Context: an optimization exercise on an open-source flow, tuned for small area. The choices shown serve that exercise and are no tape-out recipe. Where RTL was checked, it was by simulation tests only, not by an equivalence proof against the original. Function not checked in run 1: the RTL went through the layout flow alone.

$ cat flow/flow/run.sh
#!/bin/bash
# Layout flow: the standard ORFS flow, except that
#  - the adder cells mfa/mha of the RTL are mapped straight onto the
#    sky130 full/half adder cells (map.py), and Yosys's own full-adder
#    extraction is off (the design's adders are already explicit),
#  - ABC uses an area-oriented mapping script (abc.script),
#  - port buffers use the smallest buffer cell.
# Each tool's output goes to a log in this folder (make.log, orfs/logs/).
set -euo pipefail
W=$(pwd)
F=$W/flow
python3 $F/map.py $W/design.v $W/design_mapped.v
sed "s#^\(\s*\)log_cmd abc {\*}\$abc_args#\1log_cmd abc {*}[lreplace \$abc_args 1 1 $F/abc.script]#" \
  $FLOW_HOME/scripts/synth.tcl > $W/flow_synth.tcl
grep -q "lreplace" $W/flow_synth.tcl
sed "s#source \$::env(SCRIPTS_DIR)/synth.tcl#source $W/flow_synth.tcl#" $W/synth_recipe.tcl > $W/flow_synth_recipe.tcl
grep -q "flow_synth.tcl" $W/flow_synth_recipe.tcl
sed "s#^export VERILOG_FILES = .*#export VERILOG_FILES = $W/design_mapped.v#" $W/config.mk > $W/flow_config.mk
source $F/settings.sh
make -C $FLOW_HOME DESIGN_CONFIG=$W/flow_config.mk WORK_HOME=$W/orfs CLKGATE_MAP_FILE= \
  SYNTH_SCRIPT=$W/flow_synth_recipe.tcl ADDER_MAP_FILE= \
  "${MAKE_ARGS[@]}" finish > $W/make.log 2>&1
: # left out here: write the final layout as DEF
$ cat flow/flow/abc.script
strash
dch -f
map -a
topo
stime -c
$ cat flow/flow/map.py
#!/usr/bin/env python3
# Replace the bodies of the adder modules mfa/mha with sky130 cells.
import re, sys
src = open(sys.argv[1]).read()
cells = {
    'mfa': "  sky130_fd_sc_hd__fa_1 u (.A(a), .B(b), .CIN(c), .SUM(s), .COUT(co));\n",
    'mha': "  sky130_fd_sc_hd__ha_1 u (.A(a), .B(b), .SUM(s), .COUT(co));\n",
}
def rep(m):
    name, ports = m.group(1), m.group(2)
    if name in cells:
        return f"module {name}({ports});\n{cells[name]}endmodule"
    return m.group(0)
out = re.sub(r"module\s+(\w+)\s*\(([^;]*?)\);(.*?)endmodule", rep, src, flags=re.S)
open(sys.argv[2], 'w').write(out)
$ cat flow/flow/place_pre.tcl
# Buffer every input and output port (as the standard flow does), with a
# buffer cell sized for each side: inputs drive many loads, outputs one pin.
buffer_ports -inputs -buffer_cell sky130_fd_sc_hd__buf_1
buffer_ports -outputs -buffer_cell sky130_fd_sc_hd__buf_1
$ cat flow/flow/settings.sh
MAKE_ARGS=(CAP_MARGIN=20 CORE_MARGIN=2 CORE_UTILIZATION=40 SLEW_MARGIN=20
DONT_BUFFER_PORTS=1 PRE_GLOBAL_PLACE_TCL=$F/place_pre.tcl
"MIN_BUF_CELL_AND_PORTS=sky130_fd_sc_hd__buf_1 A X"
"GPL_TIMING_DRIVEN=0"
"CTS_BUF_LIST=sky130_fd_sc_hd__clkbuf_8"
"SYNTH_INSBUF=0"
)
$ cat flow/standard.sh
#!/bin/bash
# synth_recipe.tcl (not shown) runs the flow's synth.tcl, then flattens the netlist and writes it again
# the make line also repeats each setting of config.mk as NAME=value (left out here)
make -C /OpenROAD-flow-scripts/flow DESIGN_CONFIG=/design/flow/config.mk WORK_HOME=/design/flow/orfs CLKGATE_MAP_FILE= SYNTH_SCRIPT=/design/flow/synth_recipe.tcl "${@:-finish}"
$ cat flow/config.mk
export PLATFORM = sky130hd
export DESIGN_NAME = inc_cond_mppt
export DESIGN_NICKNAME = inc_cond_mppt
export VERILOG_FILES = /design/flow/design.v
export SDC_FILE = /design/flow/constraint.sdc
export NUM_CORES = 4
export LEC_CHECK = 0
export CAP_MARGIN = 20
export CORE_MARGIN = 2
export CORE_UTILIZATION = 40
export SLEW_MARGIN = 20
$ cat flow/constraint.sdc
create_clock -name core_clock -period 10.0 [get_ports {clk}]
set_input_delay 2.0000 -clock core_clock [delete_from_list [all_inputs] [get_ports {clk}]]
set_output_delay 2.0000 -clock core_clock [all_outputs]
set_load 0.01 [all_outputs]
$ cat flow/design.v
module inc_cond_mppt (
    input wire clk,
    input wire reset,
    input wire start,
    input wire [15:0] voltage_in,
    input wire [15:0] current_in,
    output wire [15:0] duty_cycle,
    output reg mpp_found,
    output wire [15:0] power_out
);
    reg [7:0] duty_hi;    
    reg       duty_mid;   
    reg       duty_lo;    
    assign duty_cycle = {2'b00, duty_hi, {5{duty_mid}}, duty_lo};
    reg calc, upd;
    reg [15:0] v_prev, i_prev;
    always @(posedge clk) begin
        v_prev <= voltage_in;
        i_prev <= current_in;
    end
    wire [15:0] i_same = ~(current_in ^ i_prev);
    wire [15:0] v_same = ~(voltage_in ^ v_prev);
    wire i_eq = &i_same;
    wire [16:0] ic, vc;
    assign ic[0] = 1'b1;
    assign vc[0] = 1'b1;
    genvar q;
    generate for (q = 0; q < 16; q = q + 1) begin : g_cmp
        if (q % 2 == 0) begin : g_even
            assign ic[q+1] = ~(i_same[q] ? ic[q] : current_in[q]);
            assign vc[q+1] = ~(v_same[q] ? vc[q] : voltage_in[q]);
        end else begin : g_odd
            assign ic[q+1] = ~(i_same[q] ? ic[q] : i_prev[q]);
            assign vc[q+1] = ~(v_same[q] ? vc[q] : v_prev[q]);
        end
    end endgenerate
    wire i_ge = ic[16];
    wire v_ge = vc[16];
    wire up = ~(i_ge ^ v_ge);
    wire step = calc & ~i_eq;
    wire [7:0] m = ~(duty_hi ^ {8{up}});
    wire [8:0] t;
    assign t[0] = 1'b1;
    genvar k;
    generate for (k = 0; k < 8; k = k + 1) begin : g_t
        assign t[k+1] = t[k] & m[k];
    end endgenerate
    wire sat = t[8];                        
    wire lo_zero = (duty_hi == 8'd1) & ~duty_lo;  
    wire set_l = sat | (~up & lo_zero);
    always @(posedge clk or posedge reset) begin
        if (reset) begin
            calc <= 1'b0;
            upd <= 1'b0;
            duty_hi <= 8'h80;
            duty_mid <= 1'b0;
            duty_lo <= 1'b0;
            mpp_found <= 1'b0;
        end else begin
            calc <= ~calc & ~upd & start;
            upd <= calc;
            if (calc)
                mpp_found <= i_eq;
            if (step & ~sat)
                duty_hi <= duty_hi ^ t[7:0];
            if (step & set_l) begin
                duty_mid <= up;
                duty_lo <= 1'b1;
            end
        end
    end
    mul24 u_mul (.a(voltage_in), .b(current_in), .p(power_out));
endmodule
module mfa(input a, input b, input c, output s, output co);
  assign {co, s} = a + b + c;
endmodule
module mha(input a, input b, output s, output co);
  assign {co, s} = a + b;
endmodule
module mul24(input [15:0] a, input [15:0] b, output [15:0] p);
  wire [16:0] bx = {b, 1'b0};
  wire [7:0] one, two, neg;
  genvar gk;
  generate for (gk = 0; gk < 8; gk = gk + 1) begin : g_enc
    assign one[gk] = bx[2*gk+1] ^ bx[2*gk];
    assign two[gk] = (bx[2*gk+2] & ~bx[2*gk+1] & ~bx[2*gk]) | (~bx[2*gk+2] & bx[2*gk+1] & bx[2*gk]);
    assign neg[gk] = bx[2*gk+2];
  end endgenerate
  wire [17:0] ax = {1'b0, a, 1'b0};   
  wire bp0_0 = ~(((one[0] & ax[1]) | (two[0] & ax[0])) ^ neg[0]);
  wire bp0_1 = ~(((one[0] & ax[2]) | (two[0] & ax[1])) ^ neg[0]);
  wire bp0_2 = ~(((one[0] & ax[3]) | (two[0] & ax[2])) ^ neg[0]);
  wire bp0_3 = ~(((one[0] & ax[4]) | (two[0] & ax[3])) ^ neg[0]);
  wire bp0_4 = ~(((one[0] & ax[5]) | (two[0] & ax[4])) ^ neg[0]);
  wire bp0_5 = ~(((one[0] & ax[6]) | (two[0] & ax[5])) ^ neg[0]);
  wire bp0_6 = ~(((one[0] & ax[7]) | (two[0] & ax[6])) ^ neg[0]);
  wire bp0_7 = ~(((one[0] & ax[8]) | (two[0] & ax[7])) ^ neg[0]);
  wire bp0_8 = ~(((one[0] & ax[9]) | (two[0] & ax[8])) ^ neg[0]);
  wire bp0_9 = ~(((one[0] & ax[10]) | (two[0] & ax[9])) ^ neg[0]);
  wire bp0_10 = ~(((one[0] & ax[11]) | (two[0] & ax[10])) ^ neg[0]);
  wire bp0_11 = ~(((one[0] & ax[12]) | (two[0] & ax[11])) ^ neg[0]);
  wire bp0_12 = ~(((one[0] & ax[13]) | (two[0] & ax[12])) ^ neg[0]);
  wire bp0_13 = ~(((one[0] & ax[14]) | (two[0] & ax[13])) ^ neg[0]);
  wire bp0_14 = ~(((one[0] & ax[15]) | (two[0] & ax[14])) ^ neg[0]);
  wire bp0_15 = ~(((one[0] & ax[16]) | (two[0] & ax[15])) ^ neg[0]);
  wire bp0_16 = ~(((one[0] & ax[17]) | (two[0] & ax[16])) ^ neg[0]);
  wire bp1_0 = ~(((one[1] & ax[1]) | (two[1] & ax[0])) ^ neg[1]);
  wire bp1_1 = ~(((one[1] & ax[2]) | (two[1] & ax[1])) ^ neg[1]);
  wire bp1_2 = ~(((one[1] & ax[3]) | (two[1] & ax[2])) ^ neg[1]);
  wire bp1_3 = ~(((one[1] & ax[4]) | (two[1] & ax[3])) ^ neg[1]);
  wire bp1_4 = ~(((one[1] & ax[5]) | (two[1] & ax[4])) ^ neg[1]);
  wire bp1_5 = ~(((one[1] & ax[6]) | (two[1] & ax[5])) ^ neg[1]);
  wire bp1_6 = ~(((one[1] & ax[7]) | (two[1] & ax[6])) ^ neg[1]);
  wire bp1_7 = ~(((one[1] & ax[8]) | (two[1] & ax[7])) ^ neg[1]);
  wire bp1_8 = ~(((one[1] & ax[9]) | (two[1] & ax[8])) ^ neg[1]);
  wire bp1_9 = ~(((one[1] & ax[10]) | (two[1] & ax[9])) ^ neg[1]);
  wire bp1_10 = ~(((one[1] & ax[11]) | (two[1] & ax[10])) ^ neg[1]);
  wire bp1_11 = ~(((one[1] & ax[12]) | (two[1] & ax[11])) ^ neg[1]);
  wire bp1_12 = ~(((one[1] & ax[13]) | (two[1] & ax[12])) ^ neg[1]);
  wire bp1_13 = ~(((one[1] & ax[14]) | (two[1] & ax[13])) ^ neg[1]);
  wire bp1_14 = ~(((one[1] & ax[15]) | (two[1] & ax[14])) ^ neg[1]);
  wire bp1_15 = ~(((one[1] & ax[16]) | (two[1] & ax[15])) ^ neg[1]);
  wire bp1_16 = ~(((one[1] & ax[17]) | (two[1] & ax[16])) ^ neg[1]);
  wire bp2_0 = ~(((one[2] & ax[1]) | (two[2] & ax[0])) ^ neg[2]);
  wire bp2_1 = ~(((one[2] & ax[2]) | (two[2] & ax[1])) ^ neg[2]);
  wire bp2_2 = ~(((one[2] & ax[3]) | (two[2] & ax[2])) ^ neg[2]);
  wire bp2_3 = ~(((one[2] & ax[4]) | (two[2] & ax[3])) ^ neg[2]);
  wire bp2_4 = ~(((one[2] & ax[5]) | (two[2] & ax[4])) ^ neg[2]);
  wire bp2_5 = ~(((one[2] & ax[6]) | (two[2] & ax[5])) ^ neg[2]);
  wire bp2_6 = ~(((one[2] & ax[7]) | (two[2] & ax[6])) ^ neg[2]);
  wire bp2_7 = ~(((one[2] & ax[8]) | (two[2] & ax[7])) ^ neg[2]);
  wire bp2_8 = ~(((one[2] & ax[9]) | (two[2] & ax[8])) ^ neg[2]);
  wire bp2_9 = ~(((one[2] & ax[10]) | (two[2] & ax[9])) ^ neg[2]);
  wire bp2_10 = ~(((one[2] & ax[11]) | (two[2] & ax[10])) ^ neg[2]);
  wire bp2_11 = ~(((one[2] & ax[12]) | (two[2] & ax[11])) ^ neg[2]);
  wire bp2_12 = ~(((one[2] & ax[13]) | (two[2] & ax[12])) ^ neg[2]);
  wire bp2_13 = ~(((one[2] & ax[14]) | (two[2] & ax[13])) ^ neg[2]);
  wire bp2_14 = ~(((one[2] & ax[15]) | (two[2] & ax[14])) ^ neg[2]);
  wire bp2_15 = ~(((one[2] & ax[16]) | (two[2] & ax[15])) ^ neg[2]);
  wire bp2_16 = ~(((one[2] & ax[17]) | (two[2] & ax[16])) ^ neg[2]);
  wire bp3_0 = ~(((one[3] & ax[1]) | (two[3] & ax[0])) ^ neg[3]);
  wire bp3_1 = ~(((one[3] & ax[2]) | (two[3] & ax[1])) ^ neg[3]);
  wire bp3_2 = ~(((one[3] & ax[3]) | (two[3] & ax[2])) ^ neg[3]);
  wire bp3_3 = ~(((one[3] & ax[4]) | (two[3] & ax[3])) ^ neg[3]);
  wire bp3_4 = ~(((one[3] & ax[5]) | (two[3] & ax[4])) ^ neg[3]);
  wire bp3_5 = ~(((one[3] & ax[6]) | (two[3] & ax[5])) ^ neg[3]);
  wire bp3_6 = ~(((one[3] & ax[7]) | (two[3] & ax[6])) ^ neg[3]);
  wire bp3_7 = ~(((one[3] & ax[8]) | (two[3] & ax[7])) ^ neg[3]);
  wire bp3_8 = ~(((one[3] & ax[9]) | (two[3] & ax[8])) ^ neg[3]);
  wire bp3_9 = ~(((one[3] & ax[10]) | (two[3] & ax[9])) ^ neg[3]);
  wire bp3_10 = ~(((one[3] & ax[11]) | (two[3] & ax[10])) ^ neg[3]);
  wire bp3_11 = ~(((one[3] & ax[12]) | (two[3] & ax[11])) ^ neg[3]);
  wire bp3_12 = ~(((one[3] & ax[13]) | (two[3] & ax[12])) ^ neg[3]);
  wire bp3_13 = ~(((one[3] & ax[14]) | (two[3] & ax[13])) ^ neg[3]);
  wire bp3_14 = ~(((one[3] & ax[15]) | (two[3] & ax[14])) ^ neg[3]);
  wire bp3_15 = ~(((one[3] & ax[16]) | (two[3] & ax[15])) ^ neg[3]);
  wire bp3_16 = ~(((one[3] & ax[17]) | (two[3] & ax[16])) ^ neg[3]);
  wire bp4_0 = ~(((one[4] & ax[1]) | (two[4] & ax[0])) ^ neg[4]);
  wire bp4_1 = ~(((one[4] & ax[2]) | (two[4] & ax[1])) ^ neg[4]);
  wire bp4_2 = ~(((one[4] & ax[3]) | (two[4] & ax[2])) ^ neg[4]);
  wire bp4_3 = ~(((one[4] & ax[4]) | (two[4] & ax[3])) ^ neg[4]);
  wire bp4_4 = ~(((one[4] & ax[5]) | (two[4] & ax[4])) ^ neg[4]);
  wire bp4_5 = ~(((one[4] & ax[6]) | (two[4] & ax[5])) ^ neg[4]);
  wire bp4_6 = ~(((one[4] & ax[7]) | (two[4] & ax[6])) ^ neg[4]);
  wire bp4_7 = ~(((one[4] & ax[8]) | (two[4] & ax[7])) ^ neg[4]);
  wire bp4_8 = ~(((one[4] & ax[9]) | (two[4] & ax[8])) ^ neg[4]);
  wire bp4_9 = ~(((one[4] & ax[10]) | (two[4] & ax[9])) ^ neg[4]);
  wire bp4_10 = ~(((one[4] & ax[11]) | (two[4] & ax[10])) ^ neg[4]);
  wire bp4_11 = ~(((one[4] & ax[12]) | (two[4] & ax[11])) ^ neg[4]);
  wire bp4_12 = ~(((one[4] & ax[13]) | (two[4] & ax[12])) ^ neg[4]);
  wire bp4_13 = ~(((one[4] & ax[14]) | (two[4] & ax[13])) ^ neg[4]);
  wire bp4_14 = ~(((one[4] & ax[15]) | (two[4] & ax[14])) ^ neg[4]);
  wire bp4_15 = ~(((one[4] & ax[16]) | (two[4] & ax[15])) ^ neg[4]);
  wire bp5_0 = ~(((one[5] & ax[1]) | (two[5] & ax[0])) ^ neg[5]);
  wire bp5_1 = ~(((one[5] & ax[2]) | (two[5] & ax[1])) ^ neg[5]);
  wire bp5_2 = ~(((one[5] & ax[3]) | (two[5] & ax[2])) ^ neg[5]);
  wire bp5_3 = ~(((one[5] & ax[4]) | (two[5] & ax[3])) ^ neg[5]);
  wire bp5_4 = ~(((one[5] & ax[5]) | (two[5] & ax[4])) ^ neg[5]);
  wire bp5_5 = ~(((one[5] & ax[6]) | (two[5] & ax[5])) ^ neg[5]);
  wire bp5_6 = ~(((one[5] & ax[7]) | (two[5] & ax[6])) ^ neg[5]);
  wire bp5_7 = ~(((one[5] & ax[8]) | (two[5] & ax[7])) ^ neg[5]);
  wire bp5_8 = ~(((one[5] & ax[9]) | (two[5] & ax[8])) ^ neg[5]);
  wire bp5_9 = ~(((one[5] & ax[10]) | (two[5] & ax[9])) ^ neg[5]);
  wire bp5_10 = ~(((one[5] & ax[11]) | (two[5] & ax[10])) ^ neg[5]);
  wire bp5_11 = ~(((one[5] & ax[12]) | (two[5] & ax[11])) ^ neg[5]);
  wire bp5_12 = ~(((one[5] & ax[13]) | (two[5] & ax[12])) ^ neg[5]);
  wire bp5_13 = ~(((one[5] & ax[14]) | (two[5] & ax[13])) ^ neg[5]);
  wire bp6_0 = ~(((one[6] & ax[1]) | (two[6] & ax[0])) ^ neg[6]);
  wire bp6_1 = ~(((one[6] & ax[2]) | (two[6] & ax[1])) ^ neg[6]);
  wire bp6_2 = ~(((one[6] & ax[3]) | (two[6] & ax[2])) ^ neg[6]);
  wire bp6_3 = ~(((one[6] & ax[4]) | (two[6] & ax[3])) ^ neg[6]);
  wire bp6_4 = ~(((one[6] & ax[5]) | (two[6] & ax[4])) ^ neg[6]);
  wire bp6_5 = ~(((one[6] & ax[6]) | (two[6] & ax[5])) ^ neg[6]);
  wire bp6_6 = ~(((one[6] & ax[7]) | (two[6] & ax[6])) ^ neg[6]);
  wire bp6_7 = ~(((one[6] & ax[8]) | (two[6] & ax[7])) ^ neg[6]);
  wire bp6_8 = ~(((one[6] & ax[9]) | (two[6] & ax[8])) ^ neg[6]);
  wire bp6_9 = ~(((one[6] & ax[10]) | (two[6] & ax[9])) ^ neg[6]);
  wire bp6_10 = ~(((one[6] & ax[11]) | (two[6] & ax[10])) ^ neg[6]);
  wire bp6_11 = ~(((one[6] & ax[12]) | (two[6] & ax[11])) ^ neg[6]);
  wire bp7_0 = ~(((one[7] & ax[1]) | (two[7] & ax[0])) ^ neg[7]);
  wire bp7_1 = ~(((one[7] & ax[2]) | (two[7] & ax[1])) ^ neg[7]);
  wire bp7_2 = ~(((one[7] & ax[3]) | (two[7] & ax[2])) ^ neg[7]);
  wire bp7_3 = ~(((one[7] & ax[4]) | (two[7] & ax[3])) ^ neg[7]);
  wire bp7_4 = ~(((one[7] & ax[5]) | (two[7] & ax[4])) ^ neg[7]);
  wire bp7_5 = ~(((one[7] & ax[6]) | (two[7] & ax[5])) ^ neg[7]);
  wire bp7_6 = ~(((one[7] & ax[7]) | (two[7] & ax[6])) ^ neg[7]);
  wire bp7_7 = ~(((one[7] & ax[8]) | (two[7] & ax[7])) ^ neg[7]);
  wire bp7_8 = ~(((one[7] & ax[9]) | (two[7] & ax[8])) ^ neg[7]);
  wire bp7_9 = ~(((one[7] & ax[10]) | (two[7] & ax[9])) ^ neg[7]);
  wire bq0 = ~(a[0] & b[15]);
  wire bq1 = ~(a[1] & b[15]);
  wire bq2 = ~(a[2] & b[15]);
  wire bq3 = ~(a[3] & b[15]);
  wire bq4 = ~(a[4] & b[15]);
  wire bq5 = ~(a[5] & b[15]);
  wire bq6 = ~(a[6] & b[15]);
  wire bq7 = ~(a[7] & b[15]);
  wire s1, c2;
  mfa f2 (.a(~neg[1]), .b(bp0_2), .c(bp1_0), .s(s1), .co(c2));
  wire s3, c4;
  mfa f4 (.a(bp0_3), .b(bp1_1), .c(c2), .s(s3), .co(c4));
  wire s5, c6;
  mfa f6 (.a(~neg[2]), .b(bp0_4), .c(bp1_2), .s(s5), .co(c6));
  wire s7, c8;
  mfa f8 (.a(bp2_0), .b(s5), .c(c4), .s(s7), .co(c8));
  wire s9, c10;
  mfa f10 (.a(bp0_5), .b(bp1_3), .c(bp2_1), .s(s9), .co(c10));
  wire s11, c12;
  mfa f12 (.a(c6), .b(s9), .c(c8), .s(s11), .co(c12));
  wire s13, c14;
  mfa f14 (.a(~neg[3]), .b(bp0_6), .c(bp1_4), .s(s13), .co(c14));
  wire s15, c16;
  mfa f16 (.a(bp2_2), .b(bp3_0), .c(c10), .s(s15), .co(c16));
  wire s17, c18;
  mfa f18 (.a(s13), .b(s15), .c(c12), .s(s17), .co(c18));
  wire s19, c20;
  mfa f20 (.a(bp0_7), .b(bp1_5), .c(bp2_3), .s(s19), .co(c20));
  wire s21, c22;
  mfa f22 (.a(bp3_1), .b(c14), .c(s19), .s(s21), .co(c22));
  wire s23, c24;
  mfa f24 (.a(c16), .b(s21), .c(c18), .s(s23), .co(c24));
  wire s25, c26;
  mfa f26 (.a(~neg[4]), .b(bp0_8), .c(bp1_6), .s(s25), .co(c26));
  wire s27, c28;
  mfa f28 (.a(bp2_4), .b(bp3_2), .c(bp4_0), .s(s27), .co(c28));
  wire s29, c30;
  mfa f30 (.a(c20), .b(s25), .c(s27), .s(s29), .co(c30));
  wire s31, c32;
  assign s31 = ~(c22 ^ s29);
  assign c32 = c22 | s29;
  wire s33, c34;
  mfa f34 (.a(bp0_9), .b(bp1_7), .c(bp2_5), .s(s33), .co(c34));
  wire s35, c36;
  mfa f36 (.a(bp3_3), .b(bp4_1), .c(c26), .s(s35), .co(c36));
  wire s37, c38;
  mfa f38 (.a(c28), .b(s33), .c(c30), .s(s37), .co(c38));
  wire s39, c40;
  mfa f40 (.a(s35), .b(c32), .c(s37), .s(s39), .co(c40));
  wire s41, c42;
  mfa f42 (.a(~neg[5]), .b(bp0_10), .c(bp1_8), .s(s41), .co(c42));
  wire s43, c44;
  mfa f44 (.a(bp2_6), .b(bp3_4), .c(bp4_2), .s(s43), .co(c44));
  wire s45, c46;
  mfa f46 (.a(bp5_0), .b(c34), .c(s41), .s(s45), .co(c46));
  wire s47, c48;
  mfa f48 (.a(s43), .b(c36), .c(s45), .s(s47), .co(c48));
  wire s49, c50;
  mfa f50 (.a(c38), .b(s47), .c(c40), .s(s49), .co(c50));
  wire s51, c52;
  mfa f52 (.a(bp0_11), .b(bp1_9), .c(bp2_7), .s(s51), .co(c52));
  wire s53, c54;
  mfa f54 (.a(bp3_5), .b(bp4_3), .c(bp5_1), .s(s53), .co(c54));
  wire s55, c56;
  mfa f56 (.a(c42), .b(c44), .c(s51), .s(s55), .co(c56));
  wire s57, c58;
  mfa f58 (.a(s53), .b(c46), .c(s55), .s(s57), .co(c58));
  wire s59, c60;
  assign s59 = ~(c48 ^ s57);
  assign c60 = c48 | s57;
  wire s61, c62;
  mfa f62 (.a(~neg[6]), .b(bp0_12), .c(bp1_10), .s(s61), .co(c62));
  wire s63, c64;
  mfa f64 (.a(bp2_8), .b(bp3_6), .c(bp4_4), .s(s63), .co(c64));
  wire s65, c66;
  mfa f66 (.a(bp5_2), .b(bp6_0), .c(c52), .s(s65), .co(c66));
  wire s67, c68;
  mfa f68 (.a(c54), .b(s61), .c(s63), .s(s67), .co(c68));
  wire s69, c70;
  mfa f70 (.a(c56), .b(s65), .c(s67), .s(s69), .co(c70));
  wire s71, c72;
  mfa f72 (.a(c58), .b(s69), .c(c60), .s(s71), .co(c72));
  wire s73, c74;
  mfa f74 (.a(bp0_13), .b(bp1_11), .c(bp2_9), .s(s73), .co(c74));
  wire s75, c76;
  mfa f76 (.a(bp3_7), .b(bp4_5), .c(bp5_3), .s(s75), .co(c76));
  wire s77, c78;
  mfa f78 (.a(bp6_1), .b(c62), .c(c64), .s(s77), .co(c78));
  wire s79, c80;
  mfa f80 (.a(s73), .b(s75), .c(c66), .s(s79), .co(c80));
  wire s81, c82;
  mfa f82 (.a(c68), .b(s77), .c(s79), .s(s81), .co(c82));
  wire s83, c84;
  mfa f84 (.a(c70), .b(s81), .c(c72), .s(s83), .co(c84));
  wire s85, c86;
  mfa f86 (.a(~neg[7]), .b(bp0_14), .c(bp1_12), .s(s85), .co(c86));
  wire s87, c88;
  mfa f88 (.a(bp2_10), .b(bp3_8), .c(bp4_6), .s(s87), .co(c88));
  wire s89, c90;
  mfa f90 (.a(bp5_4), .b(bp6_2), .c(bp7_0), .s(s89), .co(c90));
  wire s91, c92;
  mfa f92 (.a(c74), .b(c76), .c(s85), .s(s91), .co(c92));
  wire s93, c94;
  mfa f94 (.a(s87), .b(s89), .c(c78), .s(s93), .co(c94));
  wire s95, c96;
  mfa f96 (.a(s91), .b(c80), .c(s93), .s(s95), .co(c96));
  wire s97, c98;
  assign s97 = ~(c82 ^ s95);
  assign c98 = c82 | s95;
  wire s99, c100;
  mfa f100 (.a(bp0_15), .b(bp1_13), .c(bp2_11), .s(s99), .co(c100));
  wire s101, c102;
  mfa f102 (.a(bp3_9), .b(bp4_7), .c(bp5_5), .s(s101), .co(c102));
  wire s103, c104;
  mfa f104 (.a(bp6_3), .b(bp7_1), .c(c86), .s(s103), .co(c104));
  wire s105, c106;
  mfa f106 (.a(c88), .b(c90), .c(s101), .s(s105), .co(c106));
  wire s107, c108;
  mfa f108 (.a(s99), .b(c92), .c(s103), .s(s107), .co(c108));
  wire s109, c110;
  mfa f110 (.a(s105), .b(c94), .c(s107), .s(s109), .co(c110));
  wire s111, c112;
  mfa f112 (.a(c96), .b(s109), .c(c98), .s(s111), .co(c112));
  wire s113, c114;
  mfa f114 (.a(bq0), .b(bp0_16), .c(bp1_14), .s(s113), .co(c114));
  wire s115, c116;
  mfa f116 (.a(bp2_12), .b(bp3_10), .c(bp4_8), .s(s115), .co(c116));
  wire s117, c118;
  mfa f118 (.a(bp5_6), .b(bp6_4), .c(bp7_2), .s(s117), .co(c118));
  wire s119, c120;
  mfa f120 (.a(c100), .b(c102), .c(s113), .s(s119), .co(c120));
  wire s121, c122;
  mfa f122 (.a(s115), .b(s117), .c(c104), .s(s121), .co(c122));
  wire s123, c124;
  mfa f124 (.a(c106), .b(s119), .c(c108), .s(s123), .co(c124));
  wire s125, c126;
  mfa f126 (.a(s121), .b(c110), .c(s123), .s(s125), .co(c126));
  wire s127, c128;
  mha h128 (.a(neg[0]), .b(bq1), .s(s127), .co(c128));
  wire s129, c130;
  mfa f130 (.a(bp1_15), .b(bp2_13), .c(bp3_11), .s(s129), .co(c130));
  wire s131, c132;
  mfa f132 (.a(bp4_9), .b(bp5_7), .c(bp6_5), .s(s131), .co(c132));
  wire s133, c134;
  mfa f134 (.a(bp7_3), .b(s127), .c(c114), .s(s133), .co(c134));
  wire s135, c136;
  mfa f136 (.a(c116), .b(c118), .c(s129), .s(s135), .co(c136));
  wire s137, c138;
  mfa f138 (.a(s131), .b(c120), .c(s133), .s(s137), .co(c138));
  wire s139, c140;
  mfa f140 (.a(s135), .b(c122), .c(s137), .s(s139), .co(c140));
  wire s141, c142;
  assign s141 = ~(c124 ^ s139);
  assign c142 = c124 | s139;
  wire s143, c144;
  mha h144 (.a(bq2), .b(bp1_16), .s(s143), .co(c144));
  wire s145, c146;
  mfa f146 (.a(bp2_14), .b(bp3_12), .c(bp4_10), .s(s145), .co(c146));
  wire s147, c148;
  mfa f148 (.a(bp5_8), .b(bp6_6), .c(bp7_4), .s(s147), .co(c148));
  wire s149, c150;
  mfa f150 (.a(c128), .b(c130), .c(c132), .s(s149), .co(c150));
  wire s151, c152;
  mfa f152 (.a(s143), .b(s145), .c(s147), .s(s151), .co(c152));
  wire s153, c154;
  mfa f154 (.a(c134), .b(c136), .c(s149), .s(s153), .co(c154));
  wire s155, c156;
  mfa f156 (.a(s151), .b(c138), .c(s153), .s(s155), .co(c156));
  wire s157, c158;
  mfa f158 (.a(c140), .b(s155), .c(c142), .s(s157), .co(c158));
  wire s159, c160;
  mfa f160 (.a(neg[1]), .b(bq3), .c(bp2_15), .s(s159), .co(c160));
  wire s161, c162;
  mfa f162 (.a(bp3_13), .b(bp4_11), .c(bp5_9), .s(s161), .co(c162));
  wire s163, c164;
  mfa f164 (.a(bp6_7), .b(bp7_5), .c(c144), .s(s163), .co(c164));
  wire s165, c166;
  mfa f166 (.a(c146), .b(c148), .c(s159), .s(s165), .co(c166));
  wire s167, c168;
  mfa f168 (.a(s161), .b(c150), .c(c152), .s(s167), .co(c168));
  wire s169, c170;
  mfa f170 (.a(s163), .b(s165), .c(c154), .s(s169), .co(c170));
  wire s171, c172;
  mfa f172 (.a(s167), .b(c156), .c(s169), .s(s171), .co(c172));
  wire s173, c174;
  mha h174 (.a(bq4), .b(bp2_16), .s(s173), .co(c174));
  wire s175, c176;
  mfa f176 (.a(bp3_14), .b(bp4_12), .c(bp5_10), .s(s175), .co(c176));
  wire s177, c178;
  mfa f178 (.a(bp6_8), .b(bp7_6), .c(c160), .s(s177), .co(c178));
  wire s179, c180;
  mfa f180 (.a(c162), .b(s173), .c(s175), .s(s179), .co(c180));
  wire s181, c182;
  mfa f182 (.a(c164), .b(c166), .c(s177), .s(s181), .co(c182));
  wire s183, c184;
  mfa f184 (.a(s179), .b(c168), .c(s181), .s(s183), .co(c184));
  wire s185, c186;
  assign s185 = ~(c170 ^ s183);
  assign c186 = c170 | s183;
  wire s187, c188;
  mfa f188 (.a(neg[2]), .b(bq5), .c(bp3_15), .s(s187), .co(c188));
  wire s189, c190;
  mfa f190 (.a(bp4_13), .b(bp5_11), .c(bp6_9), .s(s189), .co(c190));
  wire s191, c192;
  mfa f192 (.a(bp7_7), .b(c174), .c(c176), .s(s191), .co(c192));
  wire s193, c194;
  mfa f194 (.a(s187), .b(s189), .c(c178), .s(s193), .co(c194));
  wire s195, c196;
  mfa f196 (.a(c180), .b(s191), .c(c182), .s(s195), .co(c196));
  wire s197, c198;
  mfa f198 (.a(s193), .b(c184), .c(s195), .s(s197), .co(c198));
  wire s199, c200;
  mha h200 (.a(bq6), .b(bp3_16), .s(s199), .co(c200));
  wire s201, c202;
  mfa f202 (.a(bp4_14), .b(bp5_12), .c(bp6_10), .s(s201), .co(c202));
  wire s203, c204;
  mfa f204 (.a(bp7_8), .b(c188), .c(c190), .s(s203), .co(c204));
  wire s205, c206;
  mfa f206 (.a(s199), .b(s201), .c(c192), .s(s205), .co(c206));
  wire s207, c208;
  mfa f208 (.a(s203), .b(c194), .c(s205), .s(s207), .co(c208));
  wire s209, c210;
  assign s209 = ~(c196 ^ s207);
  assign c210 = c196 | s207;
  wire x211 = ~(neg[3] ^ bp4_15 ^ bp5_13 ^ bp6_11 ^ bp7_9 ^ bq7 ^ c200 ^ c202 ^ c204 ^ c206 ^ c208 ^ c210);
  wire [23:0] rx = {x211, s209, c186, s185, s171, s157, s141, s125, s111, s97, s83, s71, s59, s49, s39, s31, s23, s17, s11, s7, s3, s1, bp0_1, ~neg[0]};
  wire [23:0] ry = {1'b1, c198, s197, c172, c158, 1'b1, c126, c112, 1'b1, c84, 1'b1, 1'b1, c50, 1'b1, 1'b1, c24, 1'b1, 1'b1, 1'b1, 1'b1, 1'b1, 1'b1, 1'b1, bp0_0};
  wire [23:0] g0 = rx & ry;
  wire [23:0] p0 = rx ^ ry;
  wire pg212 = g0[0] | (p0[0] & 1'b1);
  wire pg214 = g0[2] | (p0[2] & g0[1]);
  wire pp215 = p0[2] & p0[1];
  wire pg216 = g0[4] | (p0[4] & g0[3]);
  wire pp217 = p0[4] & p0[3];
  wire pg218 = g0[6] | (p0[6] & g0[5]);
  wire pp219 = p0[6] & p0[5];
  wire pg220 = g0[8] | (p0[8] & g0[7]);
  wire pp221 = p0[8] & p0[7];
  wire pg222 = g0[10] | (p0[10] & g0[9]);
  wire pp223 = p0[10] & p0[9];
  wire pg224 = g0[12] | (p0[12] & g0[11]);
  wire pp225 = p0[12] & p0[11];
  wire pg226 = g0[14] | (p0[14] & g0[13]);
  wire pp227 = p0[14] & p0[13];
  wire pg228 = g0[16] | (p0[16] & g0[15]);
  wire pp229 = p0[16] & p0[15];
  wire pg230 = g0[18] | (p0[18] & g0[17]);
  wire pp231 = p0[18] & p0[17];
  wire pg232 = g0[20] | (p0[20] & g0[19]);
  wire pp233 = p0[20] & p0[19];
  wire pg234 = g0[22] | (p0[22] & g0[21]);
  wire pp235 = p0[22] & p0[21];
  wire pg236 = g0[1] | (p0[1] & pg212);
  wire pg238 = pg214 | (pp215 & pg212);
  wire pg240 = g0[5] | (p0[5] & pg216);
  wire pp241 = p0[5] & pp217;
  wire pg242 = pg218 | (pp219 & pg216);
  wire pp243 = pp219 & pp217;
  wire pg244 = g0[9] | (p0[9] & pg220);
  wire pp245 = p0[9] & pp221;
  wire pg246 = pg222 | (pp223 & pg220);
  wire pp247 = pp223 & pp221;
  wire pg248 = g0[13] | (p0[13] & pg224);
  wire pp249 = p0[13] & pp225;
  wire pg250 = pg226 | (pp227 & pg224);
  wire pp251 = pp227 & pp225;
  wire pg252 = g0[17] | (p0[17] & pg228);
  wire pp253 = p0[17] & pp229;
  wire pg254 = pg230 | (pp231 & pg228);
  wire pp255 = pp231 & pp229;
  wire pg256 = g0[21] | (p0[21] & pg232);
  wire pp257 = p0[21] & pp233;
  wire pg258 = pg234 | (pp235 & pg232);
  wire pp259 = pp235 & pp233;
  wire pg260 = g0[3] | (p0[3] & pg238);
  wire pg262 = pg216 | (pp217 & pg238);
  wire pg264 = pg240 | (pp241 & pg238);
  wire pg266 = pg242 | (pp243 & pg238);
  wire pg268 = g0[11] | (p0[11] & pg246);
  wire pp269 = p0[11] & pp247;
  wire pg270 = pg224 | (pp225 & pg246);
  wire pp271 = pp225 & pp247;
  wire pg272 = pg248 | (pp249 & pg246);
  wire pp273 = pp249 & pp247;
  wire pg274 = pg250 | (pp251 & pg246);
  wire pp275 = pp251 & pp247;
  wire pg276 = g0[19] | (p0[19] & pg254);
  wire pp277 = p0[19] & pp255;
  wire pg278 = pg232 | (pp233 & pg254);
  wire pp279 = pp233 & pp255;
  wire pg280 = pg256 | (pp257 & pg254);
  wire pp281 = pp257 & pp255;
  wire pg282 = pg258 | (pp259 & pg254);
  wire pp283 = pp259 & pp255;
  wire pg284 = g0[7] | (p0[7] & pg266);
  wire pg286 = pg220 | (pp221 & pg266);
  wire pg288 = pg244 | (pp245 & pg266);
  wire pg290 = pg246 | (pp247 & pg266);
  wire pg292 = pg268 | (pp269 & pg266);
  wire pg294 = pg270 | (pp271 & pg266);
  wire pg296 = pg272 | (pp273 & pg266);
  wire pg298 = pg274 | (pp275 & pg266);
  wire pg300 = g0[23] | (p0[23] & pg282);
  wire pp301 = p0[23] & pp283;
  wire pg302 = g0[15] | (p0[15] & pg298);
  wire pg304 = pg228 | (pp229 & pg298);
  wire pg306 = pg252 | (pp253 & pg298);
  wire pg308 = pg254 | (pp255 & pg298);
  wire pg310 = pg276 | (pp277 & pg298);
  wire pg312 = pg278 | (pp279 & pg298);
  wire pg314 = pg280 | (pp281 & pg298);
  wire pg316 = pg282 | (pp283 & pg298);
  wire pg318 = pg300 | (pp301 & pg298);
  wire [15:0] hc = {pg316, pg314, pg312, pg310, pg308, pg306, pg304, pg302, pg298, pg296, pg294, pg292, pg290, pg288, pg286, pg284};
  assign p = ~(p0[23:8] ^ hc);
endmodule
==> impl_metrics.env, run 1 <==
export IMPL_clkTransAtPathRegs_ns=0.09
export IMPL_htree_levels=2
export IMPL_clock_fmax_mhz=102
export IMPL_clock_insertion_delay_worst_skew_ns=0.30
export IMPL_synth_xor_area_share_pct=20.2
export IMPL_clock_tree_root_cell="sky130_fd_sc_hd__clkbuf_8"
export IMPL_gr_total_overflow=0
export IMPL_totalNegativeSetupSlack_ns=0
export IMPL_clkSinkCount=45
export IMPL_numPortBuffers=65
export IMPL_ys_dominant_reg_cell="sky130_fd_sc_hd__dfxtp_1"
export IMPL_drive_above_1_share_pct=20.1
export IMPL_yosysWarnings=1
export IMPL_post_synthesis_simple_gate_area_fraction_pct=10.8
export IMPL_synth_top_family_by_area="adder cells"
export IMPL_cp_required_ns=8.00
export IMPL_detailedRoute_firstPassIterationCount=5
export IMPL_synth_top_area_cell="sky130_fd_sc_hd__fa_1"
export IMPL_synth_edf_count=0
export IMPL_chipHeight_um=129
export IMPL_layout_area_overhead_vs_synth_pct=23.3
export IMPL_area_enclosed_by_the_die_boundary_um2=16800
export IMPL_layout_min_cycle_time_ns=9.79
export IMPL_crit_path_max_fanout=17
export IMPL_diodes=0
export IMPL_synthArstFlopShare_pct=28.9
export IMPL_hold_viol=0
export IMPL_yosysTopAreaCellShare_pct=30.2
export IMPL_register_area_um2=967
export IMPL_remaining_routing_drc_violations=0
export IMPL_cts_buffers=5
export IMPL_post_synth_mux_area_share_pct=0
export IMPL_yosysMostFrequentCell="sky130_fd_sc_hd__xor2_1"
export IMPL_timing_max_transition_violations_final=0
export IMPL_fp_row_count=45
export IMPL_worst_endpoint_arrival_ns=7.79
export IMPL_vias_in_the_first_global_route=5661
export IMPL_synth_area_leaders="sky130_fd_sc_hd__fa_1 (30%), sky130_fd_sc_hd__xor2_1 (18%), sky130_fd_sc_hd__o22ai_1 (12%)"
export IMPL_finClkSkew_ns=0.0117
export IMPL_multi_input_area_um2=5410
export IMPL_fp_dieW_um=129
export IMPL_critPathCaptureType="output port"
export IMPL_core_um2=15300
export IMPL_synth_cell_types=34
export IMPL_route_vias_total=5712
export IMPL_ys_seq_area_share_pct=15.4
export IMPL_synth_commonest_cells="sky130_fd_sc_hd__xor2_1 (129), sky130_fd_sc_hd__o22ai_1 (117), sky130_fd_sc_hd__fa_1 (95), sky130_fd_sc_hd__nand2_1 (81), sky130_fd_sc_hd__clkinv_1 (71)"
export IMPL_timing_worst_setup_path_type="input pin to output port"
export IMPL_place_inst=986
export IMPL_final_net_count=964
export IMPL_outcome="complete, no violations"
export IMPL_routed_wire_length_per_instance_um=17.5
export IMPL_via_per_inst=5.48
export IMPL_critPathLaunchType="input pin"
export IMPL_grt_start_max_net_pins=22
export IMPL_initial_utilization_pct=41.1
export IMPL_detailedPlacementHpwl_mm=12.5
export IMPL_clk_path_buf_depth=2
export IMPL_max_slew_margin_pct=63.3
export IMPL_syn_mean_instance_area_um2=8.88
export IMPL_first_pass_grt_wire_length_mm=28.5
export IMPL_cap_violations=0
export IMPL_post_layout_nonfiller_instances=1042
export IMPL_synth_adder_area_share_pct=31.2
export IMPL_hp_class="flop to flop"
export IMPL_synth_cells=709
export IMPL_detail_route_wirelength_mm=18.3
export IMPL_n_fill_cell=1509
export IMPL_detail_route_iter0_violations=358
export IMPL_tritoncts_clock_tree="done"
export IMPL_syn_cell_area_um2=6290
export IMPL_gp_routability_congestion=0.815
export IMPL_global_route_usage_total_pct=21.7
export IMPL_synth_compound_gate_area_share_pct=18.2
export IMPL_tightest_slew_ns=0.536
export IMPL_timing_final_crit_share_pct=97.9
export IMPL_ant_nets=0
export IMPL_antenna_found_initial=0
export IMPL_final_setup_viol_count=0
export IMPL_io_pins=68
export IMPL_synth_seq_cells=45
## layout by cell type, fill, tap and decap left out, types with 8 or more instances in the layout
| master | n |
|---|---|
| sky130_fd_sc_hd__o21ai_0 | 19 |
| sky130_fd_sc_hd__dfrtp_1 | 12 |
| sky130_fd_sc_hd__o22ai_1 | 110 |
| sky130_fd_sc_hd__fa_1 | 89 |
| sky130_fd_sc_hd__nor2_1 | 42 |
| sky130_fd_sc_hd__xnor2_1 | 16 |
| sky130_fd_sc_hd__buf_1 | 48 |
| sky130_fd_sc_hd__nand2_4 | 8 |
| sky130_fd_sc_hd__nand2_1 | 67 |
| sky130_fd_sc_hd__clkinv_1 | 44 |
| sky130_fd_sc_hd__dfxtp_1 | 32 |
| sky130_fd_sc_hd__buf_4 | 46 |
| sky130_fd_sc_hd__clkinv_4 | 15 |
| sky130_fd_sc_hd__a21oi_1 | 14 |
| sky130_fd_sc_hd__xor2_1 | 129 |
| sky130_fd_sc_hd__a22oi_1 | 9 |
## final cells by class
class	count	area share, %
sequential	45	12.5
tap	211	3.40
clock buffer	5	0.887
clock inverter	3	0.500
inverter	71	4.63
timing repair buffer	113	8.46
multi-input combinational	594	69.7
## worst max-delay path, stage by stage
cell                       delay [ns]
sky130_fd_sc_hd__buf_1           0.18
sky130_fd_sc_hd__clkinv_4        0.19
sky130_fd_sc_hd__o22ai_2         0.21
sky130_fd_sc_hd__xor2_1          0.21
sky130_fd_sc_hd__fa_1            0.46
sky130_fd_sc_hd__fa_1            0.54
sky130_fd_sc_hd__fa_1            0.44
sky130_fd_sc_hd__or2_4           0.28
sky130_fd_sc_hd__fa_2            0.34
sky130_fd_sc_hd__fa_1            0.51
sky130_fd_sc_hd__inv_2           0.09
sky130_fd_sc_hd__nand3_2         0.10
sky130_fd_sc_hd__o41ai_2         0.35
sky130_fd_sc_hd__buf_4           0.17
sky130_fd_sc_hd__or2_4           0.13
sky130_fd_sc_hd__a21oi_4         0.07
sky130_fd_sc_hd__nor3_4          0.15
sky130_fd_sc_hd__nor2_2          0.08
sky130_fd_sc_hd__inv_2           0.05
sky130_fd_sc_hd__nor2_2          0.04
sky130_fd_sc_hd__or3_4           0.41
sky130_fd_sc_hd__a31oi_4         0.19
sky130_fd_sc_hd__maj3_2          0.24
sky130_fd_sc_hd__a21oi_2         0.06
sky130_fd_sc_hd__xor2_1          0.14
sky130_fd_sc_hd__buf_2           0.14
## cells by family (layout without fill, tap and decap cells)
group | after synthesis | in the layout
other cells | 1 | 2
compound gates | 184 | 184
xor+xnor | 145 | 145
flops | 45 | 45
simple gates | 163 | 163
buf+inv | 71 | 192
fa+ha+maj | 100 | 100
## metal layers
metal / GRT usage, % / routed length [um]
met5: 0 / 0
met1: 29.4 / 7990
met2: 36.7 / 8880
met4: 6.07 / 317
met3: 2.85 / 1080
## sequential cells by signal, summed over array words and instances (netlist names)
register and cells:
mpp_found 1, upd 1, duty_hi 8, i_prev 16
v_prev 16, duty_lo 1, duty_mid 1, calc 1
## path summary, 6_finish.rpt
kind / startpoint / end / slack (ns) / cells past startpoint
setup / recovery: voltage_in[7] / power_out[15] / 0.21 / 26
setup reg to reg: v_prev[0] / duty_hi[6] / 6.06 / 23
min in group asynchronous: reset / calc / 1.62 / 2
max in group asynchronous: reset / duty_hi[7] / 8.08 / 2
hold reg to reg: upd / calc / 0.40 / 1
hold / removal: upd / calc / 0.40 / 1
## through the flow
stage	util, %	worst slack [ns]	hold slack, ns	instance area, um^2
floorplan	-	0.00813	0.382	6300
CTS	48.5	0.00433	0.406	7430
detailed placement	44.5	-1.41	0.392	6810
finish	50.7	0.211	0.404	7760
global placement	44.4	-1.38	0.383	6810
global route	50.7	-0.0513	0.429	7760
## repair_timing
item,in CTS,in global routing
pin swaps,12,23
setup endpoints to repair,7,3
hold buffers,0,0
gates resized for setup,93,62
setup buffers,31,17
==> run 2: changes to the inputs <==
--- a/flow/design.v
+++ b/flow/design.v
@@ -277,4 +277,3 @@
   wire s59, c60;
-  assign s59 = ~(c48 ^ s57);
-  assign c60 = c48 | s57;
+  mfa f60 (.a(c48), .b(s57), .c(c50), .s(s59), .co(c60));
   wire s61, c62;
@@ -290,3 +289,4 @@
   wire s71, c72;
-  mfa f72 (.a(c58), .b(s69), .c(c60), .s(s71), .co(c72));
+  assign s71 = ~(c58 ^ s69);
+  assign c72 = c58 | s69;
   wire s73, c74;
@@ -302,3 +302,3 @@
   wire s83, c84;
-  mfa f84 (.a(c70), .b(s81), .c(c72), .s(s83), .co(c84));
+  mfa f84 (.a(c70), .b(c72), .c(s81), .s(s83), .co(c84));
   wire s85, c86;
@@ -316,4 +316,3 @@
   wire s97, c98;
-  assign s97 = ~(c82 ^ s95);
-  assign c98 = c82 | s95;
+  mfa f98 (.a(c82), .b(s95), .c(c84), .s(s97), .co(c98));
   wire s99, c100;
@@ -331,3 +330,4 @@
   wire s111, c112;
-  mfa f112 (.a(c96), .b(s109), .c(c98), .s(s111), .co(c112));
+  assign s111 = ~(c96 ^ s109);
+  assign c112 = c96 | s109;
   wire s113, c114;
@@ -361,4 +361,3 @@
   wire s141, c142;
-  assign s141 = ~(c124 ^ s139);
-  assign c142 = c124 | s139;
+  mfa f142 (.a(c124), .b(s139), .c(c126), .s(s141), .co(c142));
   wire s143, c144;
@@ -378,3 +377,4 @@
   wire s157, c158;
-  mfa f158 (.a(c140), .b(s155), .c(c142), .s(s157), .co(c158));
+  assign s157 = ~(c140 ^ s155);
+  assign c158 = c140 | s155;
   wire s159, c160;
@@ -406,4 +406,3 @@
   wire s185, c186;
-  assign s185 = ~(c170 ^ s183);
-  assign c186 = c170 | s183;
+  mfa f186 (.a(c170), .b(s183), .c(c172), .s(s185), .co(c186));
   wire s187, c188;
@@ -431,7 +430,6 @@
   wire s209, c210;
-  assign s209 = ~(c196 ^ s207);
-  assign c210 = c196 | s207;
+  mfa f210 (.a(c196), .b(s207), .c(c198), .s(s209), .co(c210));
   wire x211 = ~(neg[3] ^ bp4_15 ^ bp5_13 ^ bp6_11 ^ bp7_9 ^ bq7 ^ c200 ^ c202 ^ c204 ^ c206 ^ c208 ^ c210);
-  wire [23:0] rx = {x211, s209, c186, s185, s171, s157, s141, s125, s111, s97, s83, s71, s59, s49, s39, s31, s23, s17, s11, s7, s3, s1, bp0_1, ~neg[0]};
-  wire [23:0] ry = {1'b1, c198, s197, c172, c158, 1'b1, c126, c112, 1'b1, c84, 1'b1, 1'b1, c50, 1'b1, 1'b1, c24, 1'b1, 1'b1, 1'b1, 1'b1, 1'b1, 1'b1, 1'b1, bp0_0};
+  wire [23:0] rx = {x211, s209, s197, s185, c158, s157, s141, c112, s111, s97, s83, s71, s59, s49, s39, s31, s23, s17, s11, s7, s3, s1, bp0_1, ~neg[0]};
+  wire [23:0] ry = {1'b1, 1'b1, c186, 1'b1, s171, c142, 1'b1, s125, c98, 1'b1, 1'b1, c60, 1'b1, 1'b1, 1'b1, c24, 1'b1, 1'b1, 1'b1, 1'b1, 1'b1, 1'b1, 1'b1, bp0_0};
   wire [23:0] g0 = rx & ry;
--- a/flow/flow/settings.sh
+++ b/flow/flow/settings.sh
@@ -6,2 +6,3 @@
 "SYNTH_INSBUF=0"
+"SETUP_SLACK_MARGIN=-0.25"
 )
==> run 2 against run 1 <==
Hold slack improved by 0.020 ns. Clock skew is 0.0051 ns lower. Worst setup slack worse by 0.084 ns. Non-clock buffer count fell by 43. Cell area down 8.9%. Routed wire length is 4.2% lower. First-iteration DRC count rose by 3.4%. Sequential cell count unchanged. Global-route usage down 0.50 points. Largest cell class unchanged.
==> impl_metrics.env, run 2 <==
export IMPL_detail_route_iter0_violations=370
export IMPL_cap_violations=0
export IMPL_area_enclosed_by_the_die_boundary_um2=16700
export IMPL_initial_utilization_pct=41.1
export IMPL_slowest_stage="sky130_fd_sc_hd__a21oi_2"
export IMPL_synth_area_leaders="sky130_fd_sc_hd__fa_1 (31%), sky130_fd_sc_hd__xor2_1 (19%), sky130_fd_sc_hd__o22ai_1 (12%)"
export IMPL_ys_dominant_reg_cell="sky130_fd_sc_hd__dfxtp_1"
export IMPL_yosysMostFrequentCell="sky130_fd_sc_hd__xor2_1"
export IMPL_ant_nets=0
export IMPL_clock_fmax_mhz=101
export IMPL_synth_commonest_cells="sky130_fd_sc_hd__xor2_1 (133), sky130_fd_sc_hd__o22ai_1 (117), sky130_fd_sc_hd__fa_1 (97), sky130_fd_sc_hd__nand2_1 (69), sky130_fd_sc_hd__clkinv_1 (68)"
export IMPL_ys_seq_area_share_pct=15.4
export IMPL_via_per_inst=5.62
export IMPL_outcome="complete, no violations"
export IMPL_timing_critical_path_slowest_cell_delay_ns=0.72
export IMPL_timing_rr_start="v_prev[0]"
export IMPL_vias_in_the_first_global_route=5522
export IMPL_layout_area_overhead_vs_synth_pct=12.8
export IMPL_post_layout_nonfiller_instances=986
export IMPL_synthArstFlopShare_pct=28.9
export IMPL_post_route_util_pct=46.3
export IMPL_cts_hold_buf=0
export IMPL_final_cell_mix="sky130_fd_sc_hd__xor2_1 (133), sky130_fd_sc_hd__o22ai_1 (117), sky130_fd_sc_hd__fa_1 (97), sky130_fd_sc_hd__nand2_1 (65), sky130_fd_sc_hd__buf_1 (63)"
export IMPL_worstPathCellList="buf_1 > clkinv_2 > nor2_1 > a21oi_2 > o22ai_1 > xor2_1 > fa_1 > fa_1 > fa_1 > or2_2 > fa_1 > fa_1 > clkinv_1 > nand2_1 > nand2_1 > nor3_2 > nand2_1 > o21ai_4 > nand2_1 > nand2_1 > nor2_1 > xnor2_1 > buf_1"
export IMPL_detailedRoute_firstPassIterationCount=5
export IMPL_critPathLaunchType="input pin"
export IMPL_finClkSkew_ns=0.00664
export IMPL_timing_final_crit_share_pct=98.7
export IMPL_cts_buffers=5
export IMPL_worst_endpoint_arrival_ns=7.87
export IMPL_totalNegativeSetupSlack_ns=0
export IMPL_clkSinkCount=45
export IMPL_fp_row_count=45
export IMPL_reg2reg_to="duty_hi[4]"
export IMPL_worst_r2r_cell_count=24
export IMPL_yosysWarnings=1
export IMPL_diodes=0
export IMPL_hold_viol=0
export IMPL_synth_cells=696
export IMPL_final_common_cell="sky130_fd_sc_hd__xor2_1"
export IMPL_chipHeight_um=129
export IMPL_clock_tree_root_cell="sky130_fd_sc_hd__clkbuf_8"
export IMPL_cp_required_ns=8.00
export IMPL_hp_class="flop to flop"
export IMPL_largest_registers="i_prev (16), v_prev (16), duty_hi (8)"
export IMPL_tightest_slew_ns=0.994
export IMPL_drive_above_1_share_pct=6.45
export IMPL_yosysTopAreaCellShare_pct=31.0
export IMPL_fp_dieW_um=129
export IMPL_critPathCaptureType="output port"
export IMPL_holdCritStartpoint="upd"
export IMPL_synth_edf_count=0
export IMPL_syn_cell_area_um2=6270
export IMPL_crit_path_max_fanout=22
export IMPL_timing_max_transition_violations_final=0
export IMPL_synth_cell_types=30
export IMPL_max_slew_margin_pct=33.7
export IMPL_routed_wire_length_per_instance_um=17.8
export IMPL_final_net_count=910
export IMPL_gr_total_overflow=0
export IMPL_antenna_found_initial=0
export IMPL_route_vias_total=5539
export IMPL_detailedPlace_worstSlack_ns=-1.05
export IMPL_clk_path_buf_depth=2
export IMPL_place_inst=975
export IMPL_global_route_usage_total_pct=21.2
export IMPL_clock_insertion_delay_worst_skew_ns=0.29
export IMPL_timing_worst_setup_path_type="input pin to output port"
export IMPL_gp_routability_congestion=0.888
export IMPL_io_pins=68
export IMPL_detail_route_wirelength_mm=17.5
export IMPL_worstHoldEndpoint="calc"
export IMPL_htree_levels=2
export IMPL_final_setup_viol_count=0
export IMPL_core_um2=15300
export IMPL_tritoncts_clock_tree="done"
export IMPL_syn_mean_instance_area_um2=9.01
export IMPL_synth_top_area_cell="sky130_fd_sc_hd__fa_1"
export IMPL_detailedPlacementHpwl_mm=13.1
export IMPL_rrSetupSlack_ns=6.08
export IMPL_remaining_routing_drc_violations=0
export IMPL_grt_start_max_net_pins=23
export IMPL_numPortBuffers=65
export IMPL_holdPathStages=1
export IMPL_final_setup_worst_slack_ns=0.128
export IMPL_synth_seq_cells=45
export IMPL_first_pass_grt_wire_length_mm=27.9
export IMPL_clkTransAtPathRegs_ns=0.08
export IMPL_layout_min_cycle_time_ns=9.87
[run 2: cell count changes in the layout (fill, tap and decap cells not counted), moves of 8 or more]
cell / previous run / this run
sky130_fd_sc_hd__buf_1: 48 / 63
sky130_fd_sc_hd__buf_4: 46 / 3
sky130_fd_sc_hd__clkinv_1: 44 / 57
sky130_fd_sc_hd__clkinv_4: 15 / 1
sky130_fd_sc_hd__fa_1: 89 / 97
sky130_fd_sc_hd__nor2_1: 42 / 54
[run 2: what timing repair did]
item / 4_1_cts / 5_1_grt
gates resized for setup: 17 / 19
buffers inserted: 0 / 3
hold endpoints to repair: 0 / 0
setup endpoints to repair: 7 / 5
[run 2: layer usage]
| layer | global-route usage, % | wire length (um) | vias to the layer above |
|---|---|---|---|
| li1 | - | - | 2554 |
| met1 | 28.5 | 7360 | 2737 |
| met2 | 36.1 | 8620 | 211 |
| met5 | 0 | 0 | - |
| met3 | 3.01 | 1130 | 37 |
| met4 | 5.63 | 388 | 0 |
[run 2: cell families after synthesis]
kind of cell | after synthesis | synth area share (%)
simple gates | 150 | 9.90
buf+inv | 68 | 4.07
other cells | 1 | 0.0598
flops | 45 | 15.4
fa+ha+maj | 101 | 31.8
xor+xnor | 149 | 20.8
compound gates | 182 | 18.0
[run 2: critical path: cells and delay by family]
kind	cells	cell delay, ns
fa+ha+maj	5	2.34
simple gates	9	1.20
compound gates	3	1.11
buf+inv	4	0.85
xor+xnor	2	0.33
[run 2: final cells by class]
type	count	area, um^2
Timing Repair Buffer	70	292
Fill cell	1515	8190
Multi-Input combinational cell	584	5140
Tap cell	211	264
Sequential cell	45	967
Clock inverter	2	33.8
Inverter	68	287
Clock buffer	6	82.6
[run 2: worst max-delay path by stage]
stage	from	end	slack (ns)	cells after the start
3_5_place_dp	current_in[3]	power_out[15]	-1.05	26
4_1_cts	current_in[1]	power_out[15]	-0.19	29
6_report	current_in[7]	power_out[13]	0.13	23
3_3_place_gp	current_in[3]	power_out[15]	-0.84	26
2_1_floorplan	current_in[0]	power_out[15]	0.51	26
5_1_grt	current_in[7]	power_out[13]	-0.24	23
[run 2: metrics by stage]
step	area, um^2	hold slack, ns
CTS	6980	0.421
global placement	6780	0.392
detailed placement	6820	0.404
global route	7070	0.447
floorplan	6270	0.383
finish	7070	0.424
==> run 3: changes to the inputs <==
--- a/flow/flow/settings.sh
+++ b/flow/flow/settings.sh
@@ -6,3 +6,4 @@
 "SYNTH_INSBUF=0"
-"SETUP_SLACK_MARGIN=-0.25"
+"SETUP_SLACK_MARGIN=-0.15"
+"SKIP_CTS_REPAIR_TIMING=1"
 )
==> run 3 against run 2 <==
Still clean. Global-route usage is 0.097 points lower. Sequential cell count stayed put. Area after synthesis is the same. Worst setup slack gained 0.090 ns. Clock skew up 0.0014 ns. First-iteration DRC count increased by 16%. Largest cell class unchanged.
==> impl_metrics.env, run 3 <==
export IMPL_post_synth_mux_area_share_pct=0
export IMPL_synthArstFlopShare_pct=28.9
export IMPL_hp_class="flop to flop"
export IMPL_drive_above_1_share_pct=8.62
export IMPL_layout_min_cycle_time_ns=9.78
export IMPL_routed_wire_length_per_instance_um=17.8
export IMPL_hold_viol=0
export IMPL_timing_final_crit_share_pct=97.8
export IMPL_gp_routability_congestion=0.888
export IMPL_detailedPlacementHpwl_mm=13.1
export IMPL_first_pass_grt_wire_length_mm=27.8
export IMPL_syn_cell_area_um2=6270
export IMPL_detailedRoute_firstPassIterationCount=5
export IMPL_largest_registers="i_prev (16), v_prev (16), duty_hi (8)"
export IMPL_cap_violations=0
export IMPL_antenna_found_initial=0
export IMPL_numPortBuffers=65
export IMPL_synth_xor_area_share_pct=20.8
export IMPL_synth_top_family_by_area="adder cells"
export IMPL_tightest_slew_ns=1.02
export IMPL_synth_cells=696
export IMPL_final_setup_viol_count=0
export IMPL_totalNegativeSetupSlack_ns=0
export IMPL_grt_start_max_net_pins=23
export IMPL_final_net_count=924
export IMPL_critPathLaunchType="input pin"
export IMPL_initial_utilization_pct=41.1
export IMPL_max_slew_margin_pct=32.1
export IMPL_synth_area_leaders="sky130_fd_sc_hd__fa_1 (31%), sky130_fd_sc_hd__xor2_1 (19%), sky130_fd_sc_hd__o22ai_1 (12%)"
export IMPL_n_fill_cell=1499
export IMPL_outcome="complete, no violations"
export IMPL_crit_path_max_fanout=20
export IMPL_fp_row_count=45
export IMPL_detail_route_wirelength_mm=17.8
export IMPL_diodes=0
export IMPL_hold_ws_ns=0.425
export IMPL_synth_top_area_cell="sky130_fd_sc_hd__fa_1"
export IMPL_clkTransAtPathRegs_ns=0.08
export IMPL_core_um2=15300
export IMPL_synth_adder_area_share_pct=31.8
export IMPL_io_pins=68
export IMPL_ant_nets=0
export IMPL_clock_insertion_delay_worst_skew_ns=0.29
export IMPL_gr_total_overflow=0
export IMPL_critPathCaptureType="output port"
export IMPL_synth_seq_cells=45
export IMPL_synth_compound_gate_area_share_pct=18.0
export IMPL_ys_dominant_reg_cell="sky130_fd_sc_hd__dfxtp_1"
export IMPL_clock_tree_root_cell="sky130_fd_sc_hd__clkbuf_8"
export IMPL_final_common_cell="sky130_fd_sc_hd__xor2_1"
export IMPL_post_layout_nonfiller_instances=1000
export IMPL_chipHeight_um=129
export IMPL_synth_edf_count=0
export IMPL_yosysMostFrequentCell="sky130_fd_sc_hd__xor2_1"
export IMPL_area_enclosed_by_the_die_boundary_um2=16700
export IMPL_route_vias_total=5590
export IMPL_global_route_usage_total_pct=21.1
export IMPL_fp_dieW_um=129
export IMPL_place_inst=975
export IMPL_post_synthesis_simple_gate_area_fraction_pct=9.90
export IMPL_worst_endpoint_arrival_ns=7.78
export IMPL_detail_route_iter0_violations=429
export IMPL_htree_levels=2
export IMPL_cts_buffers=5
export IMPL_clk_path_buf_depth=2
export IMPL_yosysTopAreaCellShare_pct=31.0
export IMPL_vias_in_the_first_global_route=5486
export IMPL_clkSinkCount=45
export IMPL_via_per_inst=5.59
export IMPL_syn_mean_instance_area_um2=9.01
export IMPL_timing_worst_setup_path_type="input pin to output port"
export IMPL_tritoncts_clock_tree="done"
export IMPL_synth_cell_types=30
export IMPL_remaining_routing_drc_violations=0
export IMPL_finClkSkew_ns=0.00807
export IMPL_yosysWarnings=1
export IMPL_clock_fmax_mhz=102
export IMPL_cp_required_ns=8.00
export IMPL_ys_seq_area_share_pct=15.4
export IMPL_final_cell_mix="sky130_fd_sc_hd__xor2_1 (133), sky130_fd_sc_hd__o22ai_1 (117), sky130_fd_sc_hd__fa_1 (97), sky130_fd_sc_hd__nand2_1 (65), sky130_fd_sc_hd__buf_1 (61)"
export IMPL_timing_max_transition_violations_final=0
export IMPL_layout_area_overhead_vs_synth_pct=15.0
export IMPL_synth_commonest_cells="sky130_fd_sc_hd__xor2_1 (133), sky130_fd_sc_hd__o22ai_1 (117), sky130_fd_sc_hd__fa_1 (97), sky130_fd_sc_hd__nand2_1 (69), sky130_fd_sc_hd__clkinv_1 (68)"
-- run 3: cell counts after synthesis --
Identical to the previous run, type by type.
-- run 3: logic make-up (layout without fill, tap and decap cells) --
group | after synthesis | in the layout
AND/OR/NAND/NOR | 150 | 150
other | 1 | 2
XOR/XNOR | 149 | 149
AO/OA/AOI/OAI | 182 | 182
buffers and inverters | 68 | 160
adder cells (fa/ha/maj) | 101 | 101
flip-flops | 45 | 45
-- run 3: worst max-delay path, cell delays in order --
cell	delay (ns)
sky130_fd_sc_hd__buf_1	0.24
sky130_fd_sc_hd__clkinvlp_4	0.59
sky130_fd_sc_hd__nor3_1	0.37
sky130_fd_sc_hd__a21oi_2	0.22
sky130_fd_sc_hd__o22ai_1	0.23
sky130_fd_sc_hd__xor2_1	0.19
sky130_fd_sc_hd__fa_1	0.46
sky130_fd_sc_hd__fa_1	0.51
sky130_fd_sc_hd__fa_1	0.42
sky130_fd_sc_hd__or2_2	0.33
sky130_fd_sc_hd__fa_1	0.42
sky130_fd_sc_hd__fa_1	0.49
sky130_fd_sc_hd__clkinv_1	0.08
sky130_fd_sc_hd__nand2_1	0.11
sky130_fd_sc_hd__nand2_1	0.09
sky130_fd_sc_hd__nor3_2	0.16
sky130_fd_sc_hd__nand2_1	0.12
sky130_fd_sc_hd__o21ai_4	0.20
sky130_fd_sc_hd__nand2_1	0.08
sky130_fd_sc_hd__nand2_1	0.10
sky130_fd_sc_hd__nor2_1	0.06
sky130_fd_sc_hd__xnor2_1	0.12
sky130_fd_sc_hd__buf_1	0.16
-- run 3: final timing paths --
kind / start / endpoint / slack [ns] / depth (start not counted)
min in group asynchronous: reset / duty_lo / 1.62 / 2
max in group asynchronous: reset / duty_hi[7] / 8.09 / 2
min: upd / calc / 0.42 / 1
min reg2reg: upd / calc / 0.42 / 1
max: current_in[9] / power_out[13] / 0.22 / 23
max reg2reg: v_prev[0] / duty_hi[4] / 6.07 / 24
-- run 3: routing by layer --
metal	up-vias	track usage [%]	share of wire [%]
li1	2587	-	-
met5	-	0	0
met3	38	3.14	7.1
met2	207	35.6	49
met4	0	5.69	2.4
met1	2758	28.5	41
-- run 3: area by class of cell --
| type | count | area (um^2) | area share (%) |
|---|---|---|---|
| sequential | 45 | 967 | 13.4 |
| timing repair buffer | 82 | 404 | 5.60 |
| clock buffer | 6 | 82.6 | 1.15 |
| inverter | 68 | 297 | 4.11 |
| tap | 211 | 264 | 3.66 |
| multi-input combinational | 584 | 5150 | 71.5 |
| clock inverter | 2 | 33.8 | 0.469 |
| timing repair inverter | 2 | 10.0 | 0.139 |
-- run 3: stage by stage --
step,worst slack (ns),area (um^2),utilization (%)
floorplan,0.512,6270,-
global placement,-0.840,6780,44.4
detailed placement,-1.05,6820,44.7
CTS,-1.08,6940,45.5
global route,-0.176,7210,47.3
finish,0.218,7210,47.3

## static timing again, ports no longer ideal
The results above use ideal ports. As a check the final layouts listed here were re-extracted and re-timed, cells and wires unchanged.
Step 1 (the two cells are an assumption about what drives the block):
set clk [get_ports {clk}]
set_driving_cell -lib_cell sky130_fd_sc_hd__clkbuf_16 $clk
set_driving_cell -lib_cell sky130_fd_sc_hd__buf_2 [delete_from_list [all_inputs] $clk]
Step 2 moves the port delays by t, midway between the first and last clock arrival at a register: inputs arrive t later, outputs are due t later. That takes back most of the time a late clock gives input paths.
Three values: ideal ports, drivers, drivers and shift; two values: the first two.
| run | shift t [ns] | setup slack, ns | hold WS [ns] | clock arrival spread, ns |
|---|---|---|---|---|
| run 1 | 0.318 | 0.211 / 0.179 / 0.179 | 0.404 / 0.404 / 0.404 | 0.011 / 0.012 |
| run 2 | 0.317 | 0.128 / 0.099 / 0.099 | 0.424 / 0.424 / 0.424 | 0.006 / 0.007 |
| run 3 | 0.317 | 0.218 / 0.198 / 0.198 | 0.425 / 0.425 / 0.425 | 0.009 / 0.008 |
After both steps every run listed still meets setup and hold. The setup slack of run 1, which loses most, moves by -0.032 ns with the drivers and by -0.032 ns with both steps.
